Source: an optimization exercise on an open RTL-to-GDS flow (aim: a short achievable clock period and few clock cycles). Production flows keep margins and buffers that such runs may drop.
Only simulation tests tie the RTL to the original design; equivalence was not proved.
Power and IR drop assume default switching activity.

<file path="flow/run.sh">
#!/bin/bash
# synth_recipe.tcl (not shown) runs the flow's synth.tcl, then flattens the netlist and writes it again
# the make line also repeats each setting of config.mk as NAME=value (left out here)
make -C /OpenROAD-flow-scripts/flow DESIGN_CONFIG=/design/flow/config.mk WORK_HOME=/design/flow/orfs CLKGATE_MAP_FILE= SYNTH_SCRIPT=/design/flow/synth_recipe.tcl finish
</file>
<file path="flow/config.mk">
export PLATFORM = sky130hd
export DESIGN_NAME = mips_top
export DESIGN_NICKNAME = mips_top
export VERILOG_FILES = /design/flow/design.v
export SDC_FILE = /design/flow/constraint.sdc
export NUM_CORES = 8
export LEC_CHECK = 0
export CAP_MARGIN = 35
export CORE_MARGIN = 2
export CORE_UTILIZATION = 40
export SETUP_SLACK_MARGIN = 3.0
export SLEW_MARGIN = 35
export SYNTH_MEMORY_MAX_BITS = 16384
export TNS_END_PERCENT = 5
</file>
<file path="flow/constraint.sdc">
create_clock -name core_clock -period 8.0 [get_ports {clk}]
set_input_delay 1.6000 -clock core_clock [delete_from_list [all_inputs] [get_ports {clk}]]
set_output_delay 1.6000 -clock core_clock [all_outputs]
set_load 0.01 [all_outputs]
</file>
<file path="flow/design.v">
`timescale 1ns / 1ps
module mips_top(
            input  wire          clk,
            input  wire          rst,                     
            input  wire          i_step,                  
            input  wire          i_program_memory_write,  
            input  wire [7  : 0] i_address_write,         
            input  wire [31 : 0] i_instruction_write,     
            input  wire          i_dbg_mem,               
            input  wire [4  : 0] i_dbg_addr,              
            output wire          o_halted,                
            output wire [31 : 0] o_dbg_data               
            );
    function [15:0] dec16;
        input [3:0] v;
        integer k;
        begin
            for (k = 0; k < 16; k = k + 1) dec16[k] = (v == k);
        end
    endfunction
    function [31:0] dec32;
        input [4:0] v;
        integer k;
        begin
            for (k = 0; k < 32; k = k + 1) dec32[k] = (v == k);
        end
    endfunction
    function [255:0] dec256;
        input [7:0] v;
        reg [15:0] h, l;
        integer k;
        begin
            h = dec16(v[7:4]);
            l = dec16(v[3:0]);
            for (k = 0; k < 256; k = k + 1) dec256[k] = h[k / 16] & l[k % 16];
        end
    endfunction
    reg rq;              
    always @(posedge clk) rq <= rst;
    reg          wq_we;
    reg  [7:0]   wq_a;
    reg  [31:0]  wq_d;
    always @(posedge clk) begin
        wq_we <= i_program_memory_write;
        wq_a  <= i_address_write;
        wq_d  <= i_instruction_write;
    end
    reg [31:0] imem [0:255];
    always @(posedge clk)
        if (wq_we) imem[wq_a] <= wq_d;
    reg [7:0]   pc_bin;      
    reg [7:0]   ras;         
    wire [31:0] f_ins = imem[pc_bin];
    localparam BN = 32;
    reg [BN-1:0] bt_v, bt_jr;
    reg [7:0]    bt_tag [0:BN-1];
    reg [7:0]    bt_tgt [0:BN-1];
    reg [4:0]    bt_vic;
    reg          f_bh;
    reg  [7:0]   f_btg;
    integer bi;
    always @(*) begin
        f_bh  = 1'b0;
        f_btg = 8'd0;
        for (bi = 0; bi < BN; bi = bi + 1)
            if (bt_v[bi] && bt_tag[bi] == pc_bin) begin
                f_bh  = 1'b1;
                f_btg = f_btg | (bt_jr[bi] ? ras : bt_tgt[bi]);
            end
    end
    reg         fd_v;
    reg [31:0]  fd_ins;
    reg [7:0]   fd_pc, fd_btg;
    reg         fd_bh;
    reg         de_v;
    reg         de_ea;       
    reg         de_sa_em, de_sa_mw, de_sa_b, de_sb_em, de_sb_mw, de_sb_b;
    reg [31:0]  de_a, de_b;
    reg [10:0]  de_op;
    reg [4:0]   de_dst;
    reg         de_we, de_ld, de_st, de_br, de_bne, de_jr, de_jalr, de_pt, de_halt, de_loop;
    reg [2:0]   de_ls;
    reg [4:0]   de_off;
    reg [7:0]   de_ptg, de_alt, de_pc;
    reg         em_v;
    reg [31:0]  em_res, em_sd;
    reg [4:0]   em_dst, em_ab;
    reg [31:0]  em_ah;
    reg         em_we, em_ld, em_st, em_halt;
    reg [2:0]   em_ls;
    reg [7:0]   em_pc;
    reg         cw_v, cs_v;
    reg [4:0]   cw_dst, cs_ab;
    reg [31:0]  cw_data, cs_data;
    reg [31:0]  cs_ah;
    reg         halted;
    reg         replay;
    reg [7:0]   replay_pc;
    genvar gi;
    reg [1023:32] rf_r;
    wire [1023:0] rf = {rf_r, 32'd0};        
    reg [1023:0]  dm;
    wire [31:0]   cw_sel = dec32(cw_dst);
    generate
        for (gi = 1; gi < 32; gi = gi + 1) begin : g_rf
            always @(posedge clk)
                if (cw_v & cw_sel[gi]) rf_r[gi*32 +: 32] <= cw_data;
        end
        for (gi = 0; gi < 32; gi = gi + 1) begin : g_dm
            always @(posedge clk)
                if (cs_v & cs_ah[gi]) dm[gi*32 +: 32] <= cs_data;
        end
    endgenerate
    function [31:0] rd32;
        input [1023:0] f;
        input [31:0]   sel;
        integer k;
        begin
            rd32 = 32'd0;
            for (k = 0; k < 32; k = k + 1)
                rd32 = rd32 | ({32{sel[k]}} & f[k*32 +: 32]);
        end
    endfunction
    localparam LN = 4;
    reg [LN-1:0] lt_v, lt_l;
    reg [7:0]    lt_tag [0:LN-1];
    reg [3:0]    lt_c [0:LN-1];
    reg [3:0]    lt_t [0:LN-1];
    reg [1:0]    lt_vic;
    reg          ur_br, ur_tk;
    reg  [7:0]   ur_pc;
    reg          lt_exit, f_lx;
    integer li;
    always @(*) begin
        lt_exit = 1'b0;
        f_lx    = 1'b0;      
        for (li = 0; li < LN; li = li + 1) begin
            if (lt_v[li] && lt_tag[li] == fd_pc && lt_l[li] &&
                lt_c[li] == lt_t[li] && lt_t[li] != 4'hf)
                lt_exit = 1'b1;
            if (lt_v[li] && lt_tag[li] == pc_bin && lt_l[li] &&
                lt_c[li] == lt_t[li] && lt_t[li] != 4'hf)
                f_lx = 1'b1;
        end
    end
    reg [LN-1:0] lt_hit;
    always @(*)
        for (li = 0; li < LN; li = li + 1)
            lt_hit[li] = lt_v[li] & (lt_tag[li] == ur_pc);
    wire lt_miss = ur_br & ~|lt_hit;
    always @(posedge clk) begin
        if (!rq) begin
            lt_v   <= {LN{1'b0}};
            lt_vic <= 2'd0;
        end else begin
            lt_vic <= lt_vic + {1'b0, lt_miss};
            for (li = 0; li < LN; li = li + 1) begin
                if (lt_miss && lt_vic == li) begin
                    lt_v[li]   <= 1'b1;
                    lt_tag[li] <= ur_pc;
                    lt_c[li]   <= ur_tk ? 4'd1 : 4'd0;
                    lt_t[li]   <= 4'd0;
                    lt_l[li]   <= ~ur_tk;
                end else if (ur_br && lt_hit[li]) begin
                    if (ur_tk) begin
                        if (lt_c[li] != 4'hf) lt_c[li] <= lt_c[li] + 4'd1;
                    end else begin
                        lt_t[li] <= lt_c[li];
                        lt_c[li] <= 4'd0;
                        lt_l[li] <= 1'b1;
                    end
                end
            end
        end
    end
    wire [5:0]  d_opc = fd_ins[31:26];
    wire [5:0]  d_fn  = fd_ins[5:0];
    wire [4:0]  d_rs  = fd_ins[25:21];
    wire [4:0]  d_rt  = fd_ins[20:16];
    wire [4:0]  d_rd  = fd_ins[15:11];
    wire [4:0]  d_sh  = fd_ins[10:6];
    wire [15:0] d_imm = fd_ins[15:0];
    wire [31:0] d_simm = {{16{d_imm[15]}}, d_imm};
    wire d_load  = (d_opc[5:3] == 3'b100);
    wire d_store = (d_opc[5:3] == 3'b101);
    wire d_immc  = (d_opc[5:3] == 3'b001);
    wire d_brc   = (d_opc[5:1] == 5'b00010);
    wire d_jc    = (d_opc[5:1] == 5'b00001);
    wire d_rc    = (d_opc[5:1] == 5'b00000);
    wire d_fjr   = (d_fn[5:1] == 5'b00100);
    wire d_jr    = d_rc & ~d_opc[0] & d_fjr;             
    wire d_jalr  = d_rc & ~d_opc[0] & (d_fn == 6'b001001);
    wire d_add2  = d_rc &  d_opc[0] & (d_fn == 6'b001001);
    wire d_ralu  = d_rc & ~d_fjr;
    wire d_shm   = d_ralu & (d_fn[5:2] == 4'b0000);
    wire d_lui   = d_immc & (d_opc[2:0] == 3'b111);
    wire d_jal   = d_jc & d_opc[0];
    wire d_halt  = (fd_ins == 32'hffffffff);
    wire [4:0] d_dst = (d_load | d_immc) ? d_rt : (d_jc ? 5'd31 : d_rd);
    wire       d_wr  = d_load | d_immc | d_jal | d_jalr | d_add2 | d_ralu;
    wire       d_we  = d_wr & (d_dst != 5'd0);
    wire       d_urs = d_load | d_store | (d_immc & ~d_lui) | d_brc | d_jr |
                       d_add2 | (d_ralu & ~d_shm);
    wire       d_urt = d_store | d_brc | d_add2 | d_ralu;
    reg [10:0] d_aop;
    always @(*) begin
        d_aop = 11'b0;
        if (d_immc) begin
            case (d_opc[2:0])
                3'b010:  d_aop[6]  = 1'b1;
                3'b100:  d_aop[2]  = 1'b1;
                3'b101:  d_aop[3]  = 1'b1;
                3'b110:  d_aop[4]  = 1'b1;
                3'b111:  d_aop[10] = 1'b1;
                default: d_aop[0]  = 1'b1;
            endcase
        end else if (d_ralu) begin
            case (d_fn)
                6'b100010, 6'b100011: d_aop[1] = 1'b1;
                6'b100100: d_aop[2] = 1'b1;
                6'b100101: d_aop[3] = 1'b1;
                6'b100110: d_aop[4] = 1'b1;
                6'b100111: d_aop[5] = 1'b1;
                6'b101010: d_aop[6] = 1'b1;
                6'b000000, 6'b000100: d_aop[7] = 1'b1;
                6'b000010, 6'b000110: d_aop[8] = 1'b1;
                6'b000011, 6'b000111: d_aop[9] = 1'b1;
                default: d_aop[0] = 1'b1;
            endcase
        end else if (d_jal | d_jalr) begin
            d_aop[10] = 1'b1;
        end else begin
            d_aop[0] = 1'b1;
        end
    end
    wire [8:0] d_link = {1'b0, fd_pc} + 9'd1;
    wire       d_rseq = (d_rs == d_rt);
    wire       d_spt  = d_jc | d_jr & ~d_jalr | (d_brc & (d_opc[0] ^ d_rseq)) |
                        (d_jalr & fd_bh);
    wire       d_loop = d_brc & (d_opc[0] ^ d_rseq) & d_imm[15];
    wire       d_pt   = d_spt & ~(d_loop & lt_exit);
    wire [7:0] d_btg  = d_link[7:0] + d_imm[7:0];
    wire [7:0] d_ptg  = d_jc ? fd_ins[7:0] : (d_jalr ? fd_btg : (d_jr ? ras : d_btg));
    wire       d_aimm = d_shm;
    wire       d_bimm = d_immc | d_jal | d_jalr;
    wire [31:0] d_imma = (d_fn[1:0] == 2'b01) ? d_simm : {27'b0, d_sh};
    wire [31:0] d_immb = d_lui ? {d_imm, 16'b0} :
                         d_immc ? d_simm : {23'b0, d_link};
    wire [31:0] d_rsv = (cw_v && cw_dst == d_rs) ? cw_data : rd32(rf, dec32(d_rs));
    wire [31:0] d_rtv = (cw_v && cw_dst == d_rt) ? cw_data : rd32(rf, dec32(d_rt));
    wire d_fa_e = de_v & de_we & (de_dst == d_rs);
    wire d_fa_m = em_v & em_we & (em_dst == d_rs);
    wire d_fb_e = de_v & de_we & (de_dst == d_rt);
    wire d_fb_m = em_v & em_we & (em_dst == d_rt);
    wire d_stall = fd_v & de_v & de_ld & ~de_ea & de_we &
                   ((d_urs & (de_dst == d_rs)) | (d_urt & (de_dst == d_rt)));
    wire [31:0] e_a = ({32{de_sa_em}} & em_res) | ({32{de_sa_mw}} & cw_data) |
                      ({32{de_sa_b}} & de_a);
    wire [31:0] e_b = ({32{de_sb_em}} & em_res) | ({32{de_sb_mw}} & cw_data) |
                      ({32{de_sb_b}} & de_b);
    wire        e_inv = de_op[1] | de_op[6];
    wire [31:0] e_sum = e_a + (e_b ^ {32{e_inv}}) + {31'b0, e_inv};
    wire [31:0] e_fast =
        ({32{de_op[2]}}  & (e_a & e_b)) |
        ({32{de_op[3]}}  & (e_a | e_b)) |
        ({32{de_op[4]}}  & (e_a ^ e_b)) |
        ({32{de_op[5]}}  & ~(e_a | e_b)) |
        ({32{de_op[10]}} & e_b);
    wire        e_slt = (e_a[31] ^ e_b[31]) ? e_a[31] : e_sum[31];
    wire        e_big = |e_a[31:5];
    wire [4:0]  e_amt = e_a[4:0];
    wire [31:0] e_shl = e_b << e_amt;
    wire [31:0] e_shr = e_b >> e_amt;
    wire [31:0] e_sra = $signed(e_b) >>> e_amt;
    wire [31:0] e_slow =
        ({32{de_op[6]}}  & {31'b0, e_slt}) |
        ({32{de_op[7] & ~e_big}} & e_shl) |
        ({32{de_op[8] & ~e_big}} & e_shr) |
        ({32{de_op[9]}}  & (e_big ? {32{e_b[31]}} : e_sra));
    wire [31:0] e_alu = ({32{de_op[0] | de_op[1]}} & e_sum) | e_fast | e_slow;
    wire        e_live  = de_v & rq & ~replay;
    wire        e_eq    = (e_a == e_b);
    wire        e_taken = de_bne ^ e_eq;
    wire        e_mis   = e_live & ((de_br & (e_taken ^ de_pt)) |
                                    (de_jr & (~de_pt | (e_a[7:0] != de_ptg))));
    wire [7:0]  e_rdt   = de_jr ? e_a[7:0] : de_alt;
    wire [4:0]  e_ab = e_a[4:0] + de_off;
    wire [31:0] e_raw = (em_v && em_st && em_ab == e_ab) ? em_sd :
                        (cs_v && cs_ab == e_ab) ? cs_data : rd32(dm, dec32(e_ab));
    reg  [31:0] e_ld;
    always @(*) begin
        case (de_ls)
            3'b000:  e_ld = {{24{e_raw[7]}}, e_raw[7:0]};
            3'b001:  e_ld = {{16{e_raw[15]}}, e_raw[15:0]};
            3'b011:  e_ld = e_raw;
            3'b100:  e_ld = {24'b0, e_raw[7:0]};
            3'b101:  e_ld = {16'b0, e_raw[15:0]};
            3'b111:  e_ld = e_raw;
            default: e_ld = 32'd0;
        endcase
    end
    wire [31:0] e_res = de_ea ? e_ld : e_alu;
    reg  [31:0] e_sd;
    always @(*) begin
        case (de_ls)
            3'b000:  e_sd = {{24{e_b[7]}}, e_b[7:0]};
            3'b001:  e_sd = {{16{e_b[15]}}, e_b[15:0]};
            3'b011:  e_sd = e_b;
            default: e_sd = 32'd0;
        endcase
    end
    wire [31:0] m_mem = rd32(dm, em_ah);
    wire [31:0] m_raw = (cs_v && cs_ab == em_ab) ? cs_data : m_mem;
    reg  [31:0] m_ld;
    always @(*) begin
        case (em_ls)
            3'b000:  m_ld = {{24{m_raw[7]}}, m_raw[7:0]};
            3'b001:  m_ld = {{16{m_raw[15]}}, m_raw[15:0]};
            3'b011:  m_ld = m_raw;
            3'b100:  m_ld = {24'b0, m_raw[7:0]};
            3'b101:  m_ld = {16'b0, m_raw[15:0]};
            3'b111:  m_ld = m_raw;
            default: m_ld = 32'd0;
        endcase
    end
    wire [31:0] m_wb = em_ld ? m_ld : em_res;
    wire m_ok = em_v & ~replay & ~halted & rq;    
    wire d_fix   = fd_bh ? (~d_pt | (d_ptg != fd_btg)) : d_pt;
    wire [7:0] d_ntg = d_pt ? d_ptg : d_link[7:0];
    wire d_redir = fd_v & d_fix & rq & ~replay & ~d_stall & ~e_mis;
    wire d_ins   = d_redir & d_pt;    
    reg        u_jalr;
    reg [7:0]  u_pc, u_tgt;
    always @(posedge clk) begin
        cw_v    <= m_ok & em_we & i_step & rst;
        cs_v    <= m_ok & em_st & i_step & rst;
        halted  <= rst & (halted | (m_ok & em_halt & i_step));
        replay  <= rst & m_ok & ~i_step;
        replay_pc <= em_pc;
        cw_dst  <= em_dst;
        cw_data <= m_wb;
        cs_ab   <= em_ab;
        cs_ah   <= em_ah;
        cs_data <= em_sd;
        if (e_mis)
            pc_bin <= e_rdt;
        else if (!rq)
            pc_bin <= 8'd0;
        else if (replay)
            pc_bin <= replay_pc;
        else if (d_stall)
            pc_bin <= pc_bin;
        else if (d_redir)
            pc_bin <= d_ntg;
        else if (f_bh & ~f_lx)
            pc_bin <= f_btg;
        else
            pc_bin <= pc_bin + 8'd1;
        if (!rq) begin
            bt_v   <= {BN{1'b0}};
            bt_vic <= 5'd0;
        end else if (d_ins) begin
            bt_v[bt_vic]   <= 1'b1;
            bt_jr[bt_vic]  <= d_jr & ~d_jalr;
            bt_tag[bt_vic] <= fd_pc;
            bt_tgt[bt_vic] <= d_ptg;
            bt_vic         <= bt_vic + 5'd1;
        end else if (u_jalr) begin
            bt_v[bt_vic]   <= 1'b1;
            bt_jr[bt_vic]  <= 1'b0;
            bt_tag[bt_vic] <= u_pc;
            bt_tgt[bt_vic] <= u_tgt;
            bt_vic         <= bt_vic + 5'd1;
        end
        u_jalr <= e_mis & de_jalr;
        u_pc   <= de_pc;
        u_tgt  <= e_rdt;
        if (!rq)
            ras <= 8'd0;
        else if (fd_v & (d_jal | d_jalr))
            ras <= d_link[7:0];
        if (!rq || replay || e_mis || d_redir)
            fd_v <= 1'b0;
        else if (!d_stall)
            fd_v <= 1'b1;
        if (!d_stall) begin
            fd_ins <= f_ins;
            fd_pc  <= pc_bin;
            fd_bh  <= f_bh & ~f_lx;
            fd_btg <= f_btg;
        end
        de_v     <= rq & ~replay & ~e_mis & ~d_stall & fd_v;
        de_sa_em <= d_fa_e & ~d_aimm;
        de_sa_mw <= d_fa_m & ~d_fa_e & ~d_aimm;
        de_sa_b  <= ~(d_fa_e | d_fa_m) | d_aimm;
        de_sb_em <= d_fb_e & ~d_bimm;
        de_sb_mw <= d_fb_m & ~d_fb_e & ~d_bimm;
        de_sb_b  <= ~(d_fb_e | d_fb_m) | d_bimm;
        de_a     <= d_aimm ? d_imma : d_rsv;
        de_b     <= d_bimm ? d_immb : d_rtv;
        de_op    <= d_aop;
        de_dst   <= d_dst;
        de_we    <= d_we;
        de_ld    <= d_load;
        de_ea    <= d_load & ~d_fa_e;
        de_st    <= d_store;
        de_br    <= d_brc;
        de_bne   <= d_opc[0];
        de_jr    <= d_jr;
        de_jalr  <= d_jalr;
        de_pt    <= d_pt;
        de_loop  <= d_loop;
        de_halt  <= d_halt;
        de_ls    <= d_opc[2:0];
        de_off   <= d_imm[4:0];
        de_ptg   <= d_ptg;
        de_alt   <= d_pt ? d_link[7:0] : d_btg;
        de_pc    <= fd_pc;
        ur_br   <= e_live & de_br & de_loop;
        ur_tk   <= e_taken;
        ur_pc   <= de_pc;
        em_v    <= rq & ~replay & de_v;
        em_res  <= e_res;
        em_sd   <= e_sd;
        em_dst  <= de_dst;
        em_ab   <= e_ab;
        em_ah   <= dec32(e_ab);
        em_we   <= de_we;
        em_ld   <= de_ld & ~de_ea;
        em_st   <= de_st;
        em_halt <= de_halt;
        em_ls   <= de_ls;
        em_pc   <= de_pc;
    end
    wire [31:0] g_rs = dec32(i_dbg_addr);
    reg  [31:0] dbg_q;
    always @(posedge clk)
        dbg_q <= i_dbg_mem ? rd32(dm, g_rs) : rd32(rf, g_rs);
    assign o_dbg_data = dbg_q;
    assign o_halted   = halted;
endmodule
</file>
==> notes.md <==
==> layout by cell type, fill, tap and decap left out, drive strengths merged, types with 237 or more instances in the layout <==
master  instances
a22oi        1376
o221ai        510
clkinv        469
o22ai         462
edfxtp      10900
a22o          642
nor2          779
mux4         1798
xnor2         356
clkbuf       1597
mux2          237
a221oi        715
nand4         404
buf          1582
o21ai         617
a21oi         717
mux2i        1280
nand3         499
nand2         594
dfxtp         506
diode         255
==> logic make-up (layout without fill, tap and decap cells) <==
group / Yosys count / in the layout / synth area share, %
DFF: 11400 / 11400 / 72.3
xor gates and xnor gates: 514 / 514 / 0.992
AOI/OAI and AO/OA: 5864 / 5864 / 9.29
adders and majority gates: 121 / 121 / 0.330
buffers and inverters: 2047 / 4084 / 1.92
muxes: 3315 / 3315 / 12.0
and+or+nand+nor: 3025 / 3026 / 3.19
other: 0 / 255 / 0
==> worst register-to-register path: stages, from the launching register on <==
cell	delay, ps
edfxtp_1	740
buf_4	380
buf_12	290
buf_12	430
buf_6	620
mux4_2	350
o22ai_1	70
a211oi_1	650
a21oi_2	240
mux4_2	770
mux2i_1	490
==> power by group through the flow <==
stage	Combinational, W	Clock (W)	Sequential (W)
floorplan	0.0223	0	0.0708
global placement	0.0490	0	0.0710
detailed placement	0.0497	0	0.0710
CTS	0.0506	0.0579	0.0697
global route	0.0546	0.0602	0.0698
finish	0.0552	0.0576	0.0699
==> final cells by class <==
class / count / share of cell area (%)
inverter: 173 / 0.125
clock buffer: 1590 / 6.33
multi-input combinational: 12800 / 23.3
clock inverter: 647 / 1.11
timing repair buffer: 1672 / 2.98
tap: 15500 / 3.60
timing repair inverter: 2 / 0.00325
antenna: 255 / 0.118
sequential: 11400 / 62.4
==> worst paths after layout <==
path | from | to | slack, ps
setup / recovery | pc_bin[1] | fd_ins[11] | 2690
hold / removal | de_pc[2] | u_pc[2] | 310
hold reg to reg | de_pc[2] | u_pc[2] | 310
setup reg to reg | pc_bin[1] | fd_ins[11] | 2690
==> what timing repair did <==
item | in CTS | in global routing
hold endpoints to repair | 0 | 0
buffers inserted | 57 | 51
pin swaps | 24 | 30
resized for setup | 150 | 123
gates cloned | 3 | 7
endpoints found under the setup margin | 1208 | 1131
==> flip-flops by register name (all words and copies together), names as in the netlist, 256 cells and up <==
name    flops
imem     8192
bt_tag    256
bt_tgt    256
rf_r      992
dm       1024
==> per-layer routing <==
metal | track usage (%) | wire length, um
met3 | 10.3 | 248000
met4 | 19.0 | 145000
met1 | 42.6 | 730000
met5 | 0.0564 | 557
met2 | 48.0 | 859000
==> per-stage QoR <==
stage	cell area (um2)	total power [W]	util [%]	setup WS [ps]
after detailed placement	496000	0.121	42.7	1030
after global placement	495000	0.120	42.6	629
after floorplan	466000	0.0932	-	3060
after CTS	538000	0.178	46.3	2770
final	540000	0.183	46.5	2690
after global routing	539000	0.185	46.4	2840
==> run_results.csv <==
group,metric,value,unit
outcome,status,"no timing/DRC/antenna violations",
power_and_ir_drop,clkPwrFrac,31.5,%
global_route,grt_pass1_vias,286000,
layout,drive_gt1_share,22.3,%
logic_synthesis,synth-main-ff-cell,"edfxtp_1",
worst_setup_path,crit_arrival,6330,ps
floorplanning,boundaryPins,83,
worst_setup_path,path_cells,"buf_4 -> buf_12 -> buf_12 -> buf_6 -> mux4_2 -> o22ai_1 -> a211oi_1 -> a21oi_2 -> mux4_2 -> mux2i_1",
worst_setup_path,slowest_delay,760,ps
placement,port_buffers,82,
floorplanning,die_x,1.08,mm
placement,gp_congestion,1.04,
worst_hold_path,min_path_type,"reg -> reg",
worst_setup_path,crit_slowest_cell,"mux4_2",
placement,dp.cells,41500,
timing,hold-worst-slack,308,ps
timing,grt_setup_unrepaired,"true",
placement,hpwl,1190,mm
floorplanning,dieArea,1170000,um2
detailed_routing,viasPerCell,6.90,
timing,period_share,66.3,%
worst_setup_path,ff2ff_path_depth,10,
logic_synthesis,netlist_instances,26300,
clock_tree,cts.hold.buffers_added,0,
detailed_routing,wl_per_cell,45.0,um
worst_setup_path,cp_max_fo,67,
logic_synthesis,ys_warn_count,4,
detailed_routing,drt_iter0_markers,58000,
worst_setup_path,worstSetupEndpointType,"register",
worst_setup_path,setup.worst_path.class,"reg -> reg",
clock_tree,path_clk_slew,60,ps
power_and_ir_drop,power_leakage,169,nW
clock_tree,cts-root-buf,"clkbuf_16",
clock_tree,clk_latency,1320,ps
timing,finalSetupViolations,0,
worst_setup_path,critPathTopFamily,"buffers and inverters",
power_and_ir_drop,power_per_cell_area,338,nW/um2
clock_tree,htreeDepth,7,
worst_setup_path,critical_path_buf_inv_count,4,
logic_synthesis,yosys.cell_count.top_type,"edfxtp_1",
logic_synthesis,syn_area,466000,um2
logic_synthesis,synthArstFlopShare,0,%
worst_setup_path,critPathLaunchType,"register",
detailed_routing,ant_nets,0,
job,drv_cap,0,
layout,finalNetCount,27500,
power_and_ir_drop,combPwrFrac,30.2,%
layout,fillers,97700,
power_and_ir_drop,irDropWorstVdd,0.487,mV
worst_hold_path,min_path_cells,0,
timing,tns,0,ps
detailed_routing,drt_wl_total,1980,mm
clock_tree,clock_path_buffers,6,
logic_synthesis,synth_top_area_share,70.1,%
floorplanning,coreArea,1160000,um2
timing,slew_headroom,24.6,%
logic_synthesis,synth_nets,26400,
logic_synthesis,synth_area_leaders,"edfxtp_1 70%, mux4_2 8.7%, mux2i_1 2.7%",
floorplanning,fp.dieH,1.08,mm
worst_setup_path,cp.depth,10,
logic_synthesis,synth_edf_count,10900,
timing,slew_viol_final,0,
clock_tree,cts_sinks,11400,
clock_tree,tritoncts,"done",
logic_synthesis,synthTopCellsByCount,"10900 x edfxtp_1, 1798 x mux4_2, 1376 x a22oi_1",
timing,hold_violations,0,
detailed_routing,vias,304000,
clock_tree,numCtsBuffers,1286,
power_and_ir_drop,pwr-share-seq,38.3,%
global_route,grt_max_degree,162,
layout,syn_to_final_growth,15.8,%
worst_setup_path,crit_required,9030,ps
detailed_routing,drc_errors,0,
logic_synthesis,ys_seq_elements,11400,
timing,period_needed,5310,ps
layout,stdcell_count,44100,
global_route,grt.overflow.total,0,
global_route,grt_pass1_wl,2620,mm
timing,worst_pin_slew,1120,ps
detailed_routing,first_pass_iters,14,
timing,skew,168,ps
logic_synthesis,synth_area_per_cell,17.7,um2
logic_synthesis,synth_area_leader_cell,"edfxtp_1",
global_route,grt_antenna_before_repair,210,
floorplanning,start_util,40.1,%
logic_synthesis,ys_types,110,
power_and_ir_drop,switchingPower,0.0650,W
power_and_ir_drop,p_sw_share,35.6,%
global_route,grtUsageTotal,32.6,%
power_and_ir_drop,power.internal,0.118,W
logic_synthesis,yosysSeqAreaShare,72.3,%
layout,multi_input_area,126000,um2
floorplanning,placementRows,396,
layout,seqCellArea,337000,um2
timing,fmax,188,MHz
Testbench counts, summed over its fixed seeds: cycles 504,894.

==> separate check: timing with driven ports <==
Ports are ideal in the flow. The routed layout listed here was re-timed in OpenROAD. Step 1 assumes that a clkbuf_16 drives the clock port and a buf_2 every other input. Step 2 times the ports against the registers' clock, not the clock port: input delays grow and output delays shrink by t, the midpoint of the rising clock arrivals with the driver on. Slacks: ideal ports / drivers / drivers and shift; pairs: ideal ports / drivers.
t (ns): 1.434
setup WS [ns]: 2.693 / 2.693 / 1.978
worst slew at a driven data input, ns: 0.42
After both steps setup and hold are still met in this run. For this run, drivers alone change the setup slack by 0.000 ns; drivers and shift together by -0.715 ns.
